This design comes from an exercise in tuning for small area and a short achievable clock period on the open sky130 flow, not from production work. At most, simulation tests tie the RTL to the original design; equivalence was not proved.

==> module calc, before the edit <==
module calc(out, decimal, CLK, RST, CE, plus, sub, multi, equal);
output [14:0] out;
input  [9:0]  decimal;
input  CLK, RST, CE, plus, sub, multi, equal;
reg [14:0] B, R;
reg [2:0]  cnt;
reg [1:0]  ope;    
reg        P;      
reg fx8, fx4, fxn, fy1, fy2, fyn;   
reg fk;                             
reg fci;                            
reg [3:0] ff;                       
wire [3:0] d = decimal[9] ? 4'd9 : decimal[8] ? 4'd8 : decimal[7] ? 4'd7 :
               decimal[6] ? 4'd6 : decimal[5] ? 4'd5 : decimal[4] ? 4'd4 :
               decimal[3] ? 4'd3 : decimal[2] ? 4'd2 : decimal[1] ? 4'd1 : 4'd0;
wire digit = (decimal != 10'd0) && (cnt != 3'd7);
wire o_non = (ope == 2'd0), o_add = (ope == 2'd1), o_sub = (ope == 2'd2), o_mul = (ope == 2'd3);
wire o_as  = o_add | o_sub;
wire bx4 = (d == 4'd3) | (d == 4'd4) | (d == 4'd5);
wire bx8 = (d >= 4'd6);
wire by1 = (d == 4'd1) | (d == 4'd3) | (d == 4'd5) | (d == 4'd7) | (d == 4'd9);
wire by2 = (d == 4'd2) | (d == 4'd6);
wire byn = (d == 4'd3) | (d == 4'd6) | (d == 4'd7);
wire [3:0] f = o_mul ? 4'd0 : o_sub ? 4'd9 - d : d;
always @(posedge CLK or negedge RST)
    if (!RST) begin
        fx8 <= 0; fx4 <= 0; fxn <= 0; fy1 <= 0; fy2 <= 0; fyn <= 0;
        fk <= 0; fci <= 0; ff <= 0;
    end else begin
        fx8 <= digit & (o_as | (o_mul & bx8));
        fx4 <= digit & o_mul & bx4;
        fxn <= digit & o_as;
        fy1 <= digit & (o_as | (o_mul & by1));
        fy2 <= digit & o_mul & by2;
        fyn <= digit & (o_as | (o_mul & byn));
        fk  <= digit & o_add;
        fci <= digit & (o_add | (o_mul & byn));
        ff  <= digit ? {f[3], f[2] | f[3], f[1] | f[3], f[0]} : 4'd0;
    end
wire [14:0] W = P ? {R[11:0], fk, fk, fk} : R;
wire [14:0] V = P ? {R[13:0], fk} : 15'd0;
wire [11:0] Xh = ((fx8 ? B[11:0] : 12'd0) | (fx4 ? B[12:1] : 12'd0)) ^ {12{fxn}};
wire [14:0] X = {Xh, (fx4 & B[0]) | ff[2], ff[1], ff[0]};
wire [14:0] Y = ((fy1 ? B : 15'd0) | (fy2 ? {B[13:0], 1'b0} : 15'd0)) ^ {15{fyn}};
wire [14:0] s1 = W ^ V ^ X;
wire [14:0] c1 = {(W[13:0] & V[13:0]) | (W[13:0] & X[13:0]) | (V[13:0] & X[13:0]), ff[3]};
wire [14:0] s2 = s1 ^ c1 ^ Y;
wire [14:0] c2 = {(s1[13:0] & c1[13:0]) | (s1[13:0] & Y[13:0]) | (c1[13:0] & Y[13:0]), ff[3]};
wire [14:0] S = s2 + c2 + {14'd0, fci};
wire [14:0] Reff = S;    
always @(posedge CLK or negedge RST)
    if (!RST) begin
        B <= 0; R <= 0; cnt <= 0; ope <= 0; P <= 0;
    end else begin
        P <= digit;
        if (digit) begin
            R <= Reff;
            cnt <= cnt + 3'd1;
        end else if (plus | sub | multi) begin
            B <= Reff;
            ope <= plus ? 2'd1 : sub ? 2'd2 : 2'd3;
            R <= (plus | sub) ? Reff : 15'd0;
            cnt <= 0;
        end else if (equal) begin
            if (!o_non) B <= Reff;
            ope <= 0;
            R <= 0;
            cnt <= 0;
        end else if (CE) begin
            R <= o_as ? B : 15'd0;
            cnt <= 0;
        end else
            R <= Reff;
    end
assign out = B;
endmodule
clock: 7.5 ns
lec_check: 0
cap_margin: 20
core_margin: 2
core_utilization: 55
setup_slack_margin: 3.75
slew_margin: 20
standard.sh (not shown) runs the stock make flow with config.mk's settings and CLKGATE_MAP_FILE= SYNTH_SCRIPT=/design/flow/synth_recipe.tcl, a recipe that flattens the netlist after the stock synthesis.
==> flow/flow/run.sh <==
#!/bin/bash
# Standard layout, but with plain buf_2 cells as the port buffers.
set -euo pipefail
bash standard.sh "BUFFER_PORTS_ARGS=-buffer_cell sky130_fd_sc_hd__buf_2" finish > orfs_flow.log 2>&1
The starting point completed with no timing, DRC or antenna violations.
Edit:
==> flow/design.v (replaced) <==
module calc(out, decimal, CLK, RST, CE, plus, sub, multi, equal);
output [14:0] out;
input  [9:0]  decimal;
input  CLK, RST, CE, plus, sub, multi, equal;
reg [14:0] B, R;
reg [2:0]  cnt;
reg [1:0]  ope;    
reg        P;      
reg [14:2] Xr;                      
reg fy1, fy2, fyn;                  
reg fk;                             
reg fci;                            
reg [3:0] ff;                       
wire [3:0] d = decimal[9] ? 4'd9 : decimal[8] ? 4'd8 : decimal[7] ? 4'd7 :
               decimal[6] ? 4'd6 : decimal[5] ? 4'd5 : decimal[4] ? 4'd4 :
               decimal[3] ? 4'd3 : decimal[2] ? 4'd2 : decimal[1] ? 4'd1 : 4'd0;
wire digit = (decimal != 10'd0) && (cnt != 3'd7);
wire o_non = (ope == 2'd0), o_add = (ope == 2'd1), o_sub = (ope == 2'd2), o_mul = (ope == 2'd3);
wire o_as  = o_add | o_sub;
wire bx4 = (d == 4'd3) | (d == 4'd4) | (d == 4'd5);
wire bx8 = (d >= 4'd6);
wire by1 = (d == 4'd1) | (d == 4'd3) | (d == 4'd5) | (d == 4'd7) | (d == 4'd9);
wire by2 = (d == 4'd2) | (d == 4'd6);
wire byn = (d == 4'd3) | (d == 4'd6) | (d == 4'd7);
wire [3:0] f = o_mul ? 4'd0 : o_sub ? 4'd9 - d : d;
always @(posedge CLK) begin
    Xr  <= {((o_as | (o_mul & bx8)) ? B[11:0] : 12'd0) ^ {12{o_as}} |
            ((o_mul & bx4) ? B[12:1] : 12'd0),
            (o_mul & bx4 & B[0]) | f[2] | f[3]};
    fy1 <= o_as | (o_mul & by1);
    fy2 <= o_mul & by2;
    fyn <= o_as | (o_mul & byn);
    fk  <= o_add;
    fci <= o_add | (o_mul & byn);
    ff  <= {f[3], 1'b0, f[1] | f[3], f[0]};
end
wire [14:0] W = {R[11:0], fk, fk, fk};
wire [14:0] V = {R[13:0], fk};
wire [14:0] X = {Xr, ff[1], ff[0]};
wire [14:0] Y = ((fy1 ? B : 15'd0) | (fy2 ? {B[13:0], 1'b0} : 15'd0)) ^ {15{fyn}};
wire [14:0] s1 = W ^ V ^ X;
wire [14:0] c1 = {(W[13:0] & V[13:0]) | (W[13:0] & X[13:0]) | (V[13:0] & X[13:0]), ff[3]};
wire [14:0] s2 = s1 ^ c1 ^ Y;
wire [14:0] c2 = {(s1[13:0] & c1[13:0]) | (s1[13:0] & Y[13:0]) | (c1[13:0] & Y[13:0]), ff[3]};
wire [14:0] S = s2 + c2 + {14'd0, fci};
wire [14:0] Reff = P ? S : R;
always @(posedge CLK or negedge RST)
    if (!RST) begin
        B <= 0; R <= 0; cnt <= 0; ope <= 0; P <= 0;
    end else begin
        P <= digit;
        if (digit) begin
            R <= Reff;
            cnt <= cnt + 3'd1;
        end else if (plus | sub | multi) begin
            B <= Reff;
            ope <= plus ? 2'd1 : sub ? 2'd2 : 2'd3;
            R <= (plus | sub) ? Reff : 15'd0;
            cnt <= 0;
        end else if (equal) begin
            if (!o_non) B <= Reff;
            ope <= 0;
            R <= 0;
            cnt <= 0;
        end else if (CE) begin
            R <= o_as ? B : 15'd0;
            cnt <= 0;
        end else
            R <= Reff;
    end
assign out = B;
endmodule
Worst setup slack is better by 0.25 ns.
Worst hold slack stays flat.
Design area fell by about 0.38%.
Fmax rose by about 7%.
Core utilization goes down by 1.3 points.
Wire length is higher by about 1.9%.
Sequential cell count is higher by 9.
Cell count rises by 9.2%.
Count of clock-buffer cells in the layout is higher by 7.
First-iteration DRC count came out lower by 11%.
Global-route usage went up by 1.1 points.
Function was not checked in any run of this note: the RTL went through the layout flow alone.

* * *

Another version of the RTL of calc (not shown whole).
Size in the first run: ~440 cells after synthesis, ~55 flip-flops, ~32 I/O pins, roughly 0.0041 mm2 of cells after synthesis.
==> module calc, before the edit <==
module calc(out, decimal, CLK, RST, CE, plus, sub, multi, equal);
output [14:0] out;
input  [9:0]  decimal;
input  CLK, RST, CE, plus, sub, multi, equal;
reg [14:0] B, R;
reg [2:0]  cnt;
reg [1:0]  ope;    
reg        P;      
reg [14:2] Xr;                      
reg fy1, fy2, fyn;                  
reg [3:0] ff;                       
wire [3:0] d = decimal[9] ? 4'd9 : decimal[8] ? 4'd8 : decimal[7] ? 4'd7 :
               decimal[6] ? 4'd6 : decimal[5] ? 4'd5 : decimal[4] ? 4'd4 :
               decimal[3] ? 4'd3 : decimal[2] ? 4'd2 : decimal[1] ? 4'd1 : 4'd0;
wire digit = (decimal != 10'd0) && (cnt != 3'd7);
wire o_non = (ope == 2'b00), o_add = (ope == 2'b10), o_sub = (ope == 2'b11), o_mul = (ope == 2'b01);
wire o_as  = ope[1];
wire bx4 = (d == 4'd3) | (d == 4'd4) | (d == 4'd5);
wire bx8 = (d >= 4'd6);
wire by1 = (d == 4'd1) | (d == 4'd3) | (d == 4'd5) | (d == 4'd7) | (d == 4'd9);
wire by2 = (d == 4'd2) | (d == 4'd6);
wire byn = (d == 4'd3) | (d == 4'd6) | (d == 4'd7);
wire [3:0] f = o_mul ? 4'd0 : o_sub ? 4'd9 - d : d;
always @(posedge CLK) begin
    Xr  <= {((o_as | (o_mul & bx8)) ? B[11:0] : 12'd0) ^ {12{o_as}} |
            ((o_mul & bx4) ? B[12:1] : 12'd0),
            (o_mul & bx4 & B[0]) | f[2] | f[3]};
    fy1 <= o_as | (o_mul & by1);
    fy2 <= o_mul & by2;
    fyn <= o_as | (o_mul & byn);
    ff  <= {f[3], 1'b0, f[1] | f[3], f[0]};
end
wire fk  = o_add;                   
wire fci = o_add | (o_mul & fyn);   
wire [14:0] W = {R[11:0], fk, fk, fk};
wire [14:0] V = {R[13:0], fk};
wire [14:0] X = {Xr, ff[1], ff[0]};
wire [14:0] Y = ((fy1 ? B : 15'd0) | (fy2 ? {B[13:0], 1'b0} : 15'd0)) ^ {15{fyn}};
wire [14:0] s1 = W ^ V ^ X;
wire [14:0] c1 = {(W[13:0] & V[13:0]) | (W[13:0] & X[13:0]) | (V[13:0] & X[13:0]), ff[3]};
wire [14:0] s2 = s1 ^ c1 ^ Y;
wire [14:0] c2 = {(s1[13:0] & c1[13:0]) | (s1[13:0] & Y[13:0]) | (c1[13:0] & Y[13:0]), ff[3]};
wire [14:0] p = s2 ^ c2;
wire [15:0] g0 = {s2 & c2, fci};
wire [15:0] p0 = {p, 1'b0};
wire [15:0] g1 = g0 | ({p0[15:1], 1'b0} & {g0[14:0], 1'b0});
wire [15:0] p1 = {p0[15:1] & p0[14:0], p0[0]};
wire [15:0] g2 = g1 | ({p1[15:2], 2'b0} & {g1[13:0], 2'b0});
wire [15:0] p2 = {p1[15:2] & p1[13:0], p1[1:0]};
wire [15:0] g3 = g2 | ({p2[15:4], 4'b0} & {g2[11:0], 4'b0});
wire [15:0] p3 = {p2[15:4] & p2[11:0], p2[3:0]};
wire [15:0] g4 = g3 | ({p3[15:8], 8'b0} & {g3[7:0], 8'b0});
wire [14:0] C = g4[14:0];
wire opk    = plus | sub | multi;
wire useRe  = digit | plus | sub | ~(multi | equal | CE);    
wire useB   = ~useRe & ~multi & ~equal & CE & o_as;           
wire ldB    = ~digit & (opk | (equal & ~o_non));              
wire rS = useRe & P, rR = useRe & ~P;
wire bS = ldB & P,   bR = ldB & ~P;
wire [14:0] Rk = ({15{rR}} & R) | ({15{useB}} & B);
wire [14:0] Bk = ({15{bR}} & R) | ({15{~ldB}} & B);
wire [14:0] R0 = ({15{rS}} &  p) | Rk;
wire [14:0] R1 = ({15{rS}} & ~p) | Rk;
wire [14:0] B0 = ({15{bS}} &  p) | Bk;
wire [14:0] B1 = ({15{bS}} & ~p) | Bk;
wire [14:0] Rnext, Bnext;
genvar k;
generate for (k = 0; k < 15; k = k + 1) begin : nx
    assign Rnext[k] = C[k] ? R1[k] : R0[k];
    assign Bnext[k] = C[k] ? B1[k] : B0[k];
end endgenerate
always @(posedge CLK or negedge RST)
    if (!RST) begin
        B <= 0; R <= 0; cnt <= 0; ope <= 0; P <= 0;
    end else begin
        P <= digit;
        R <= Rnext;
        B <= Bnext;
        if (digit)
            cnt <= cnt + 3'd1;
        else if (opk | equal | CE)
            cnt <= 0;
        if (!digit) begin
            if (opk)
                ope <= plus ? 2'b10 : sub ? 2'b11 : 2'b01;
            else if (equal)
                ope <= 0;
        end
    end
assign out = B;
endmodule
export LEC_CHECK = 0
export CAP_MARGIN = 20
export CORE_MARGIN = 2
export CORE_UTILIZATION = 55
export SETUP_SLACK_MARGIN = 4
export SLEW_MARGIN = 20
create_clock -name core_clock -period 7.5 [get_ports {CLK}]
Scripts as last shown in full above: flow/flow/run.sh
Change:
==> flow/design.v (replaced) <==
module calc(out, decimal, CLK, RST, CE, plus, sub, multi, equal);
output [14:0] out;
input  [9:0]  decimal;
input  CLK, RST, CE, plus, sub, multi, equal;
reg [14:0] B, R;
reg [2:0]  cnt;
reg [1:0]  ope;    
reg        P;      
reg [14:2] Xr;                      
reg fy1, fy2, fyn;                  
reg [3:0] ff;                       
wire [3:0] d = decimal[9] ? 4'd9 : decimal[8] ? 4'd8 : decimal[7] ? 4'd7 :
               decimal[6] ? 4'd6 : decimal[5] ? 4'd5 : decimal[4] ? 4'd4 :
               decimal[3] ? 4'd3 : decimal[2] ? 4'd2 : decimal[1] ? 4'd1 : 4'd0;
wire digit = (decimal != 10'd0) && (cnt != 3'd7);
wire o_non = (ope == 2'b00), o_add = (ope == 2'b10), o_sub = (ope == 2'b11), o_mul = (ope == 2'b01);
wire o_as  = ope[1];
wire bx4 = (d == 4'd3) | (d == 4'd4) | (d == 4'd5);
wire bx8 = (d >= 4'd6);
wire by1 = (d == 4'd1) | (d == 4'd3) | (d == 4'd5) | (d == 4'd7) | (d == 4'd9);
wire by2 = (d == 4'd2) | (d == 4'd6);
wire byn = (d == 4'd3) | (d == 4'd6) | (d == 4'd7);
wire [3:0] f = o_mul ? 4'd0 : o_sub ? 4'd9 - d : d;
always @(posedge CLK) begin
    Xr  <= {((o_as | (o_mul & bx8)) ? B[11:0] : 12'd0) ^ {12{o_as}} |
            ((o_mul & bx4) ? B[12:1] : 12'd0),
            (o_mul & bx4 & B[0]) | f[2] | f[3]};
    fy1 <= o_as | (o_mul & by1);
    fy2 <= o_mul & by2;
    fyn <= o_as | (o_mul & byn);
    ff  <= {f[3], 1'b0, f[1] | f[3], f[0]};
end
wire fk  = o_add;                   
wire fci = o_add | (o_mul & fyn);   
wire [14:0] W = {R[11:0], fk, fk, fk};
wire [14:0] V = {R[13:0], fk};
wire [14:0] X = {Xr, ff[1], ff[0]};
wire [14:0] Y = ((fy1 ? B : 15'd0) | (fy2 ? {B[13:0], 1'b0} : 15'd0)) ^ {15{fyn}};
wire [14:0] s1 = W ^ V ^ X;
wire [14:0] c1 = {(W[13:0] & V[13:0]) | (W[13:0] & X[13:0]) | (V[13:0] & X[13:0]), ff[3]};
wire [14:0] s2 = s1 ^ c1 ^ Y;
wire [14:0] c2 = {(s1[13:0] & c1[13:0]) | (s1[13:0] & Y[13:0]) | (c1[13:0] & Y[13:0]), ff[3]};
wire [14:0] S = s2 + c2 + {14'd0, fci};
wire [14:0] Reff = P ? S : R;
always @(posedge CLK or negedge RST)
    if (!RST) begin
        B <= 0; R <= 0; cnt <= 0; ope <= 0; P <= 0;
    end else begin
        P <= digit;
        if (digit) begin
            R <= Reff;
            cnt <= cnt + 3'd1;
        end else if (plus | sub | multi) begin
            B <= Reff;
            ope <= plus ? 2'b10 : sub ? 2'b11 : 2'b01;
            R <= (plus | sub) ? Reff : 15'd0;
            cnt <= 0;
        end else if (equal) begin
            if (!o_non) B <= Reff;
            ope <= 0;
            R <= 0;
            cnt <= 0;
        end else if (CE) begin
            R <= o_as ? B : 15'd0;
            cnt <= 0;
        end else
            R <= Reff;
    end
assign out = B;
endmodule
=> The new run went through all stages and came out clean. Design area falls slightly. Routed wire length falls by a few percent. Global-route usage falls by 0.53 points.
For the first run of this note, only the layout was checked, not whether the RTL still works.

==> re-timing with driven ports <==
How much do the figures lean on ideal ports? The routed layouts below were timed once more, with nothing changed but the port constraints.
Step 1 (the two cells are an assumption about what drives the block):
set clk [get_ports {CLK}]
set_driving_cell -lib_cell sky130_fd_sc_hd__clkbuf_16 $clk
set_driving_cell -lib_cell sky130_fd_sc_hd__buf_2 [delete_from_list [all_inputs] $clk]
Step 2 times the ports against the registers' clock, not the clock port: input delays grow and output delays shrink by t, the midpoint of the rising clock arrivals with the driver on.
Slacks: no drivers / after step 1 / after step 2; pairs: no drivers / after step 1.
| run | t (ns) | setup slack, ns | worst hold slack (ns) | slew at the worst register clock pin (ns) | cell pins on the clock port's net |
|---|---|---|---|---|---|
| the first run of note 1 | 0.332 | 3.694 / 3.694 / 3.694 | 0.515 / 0.515 / 0.515 | 0.10 / 0.10 | 1 |
| the second run of note 1 | 0.370 | 3.946 / 3.946 / 3.716 | 0.514 / 0.514 / 0.514 | 0.07 / 0.07 | 1 |
| the first run of note 2 | 0.343 | 4.104 / 4.104 / 3.987 | 0.521 / 0.521 / 0.521 | 0.12 / 0.12 | 1 |
| the second run of note 2 | 0.341 | 4.123 / 4.123 / 3.890 | 0.519 / 0.519 / 0.519 | 0.10 / 0.10 | 1 |
After both steps every run listed still meets setup and hold. For the second run of note 2, which loses most, drivers alone change the setup slack by 0.000 ns; drivers and shift together by -0.233 ns.
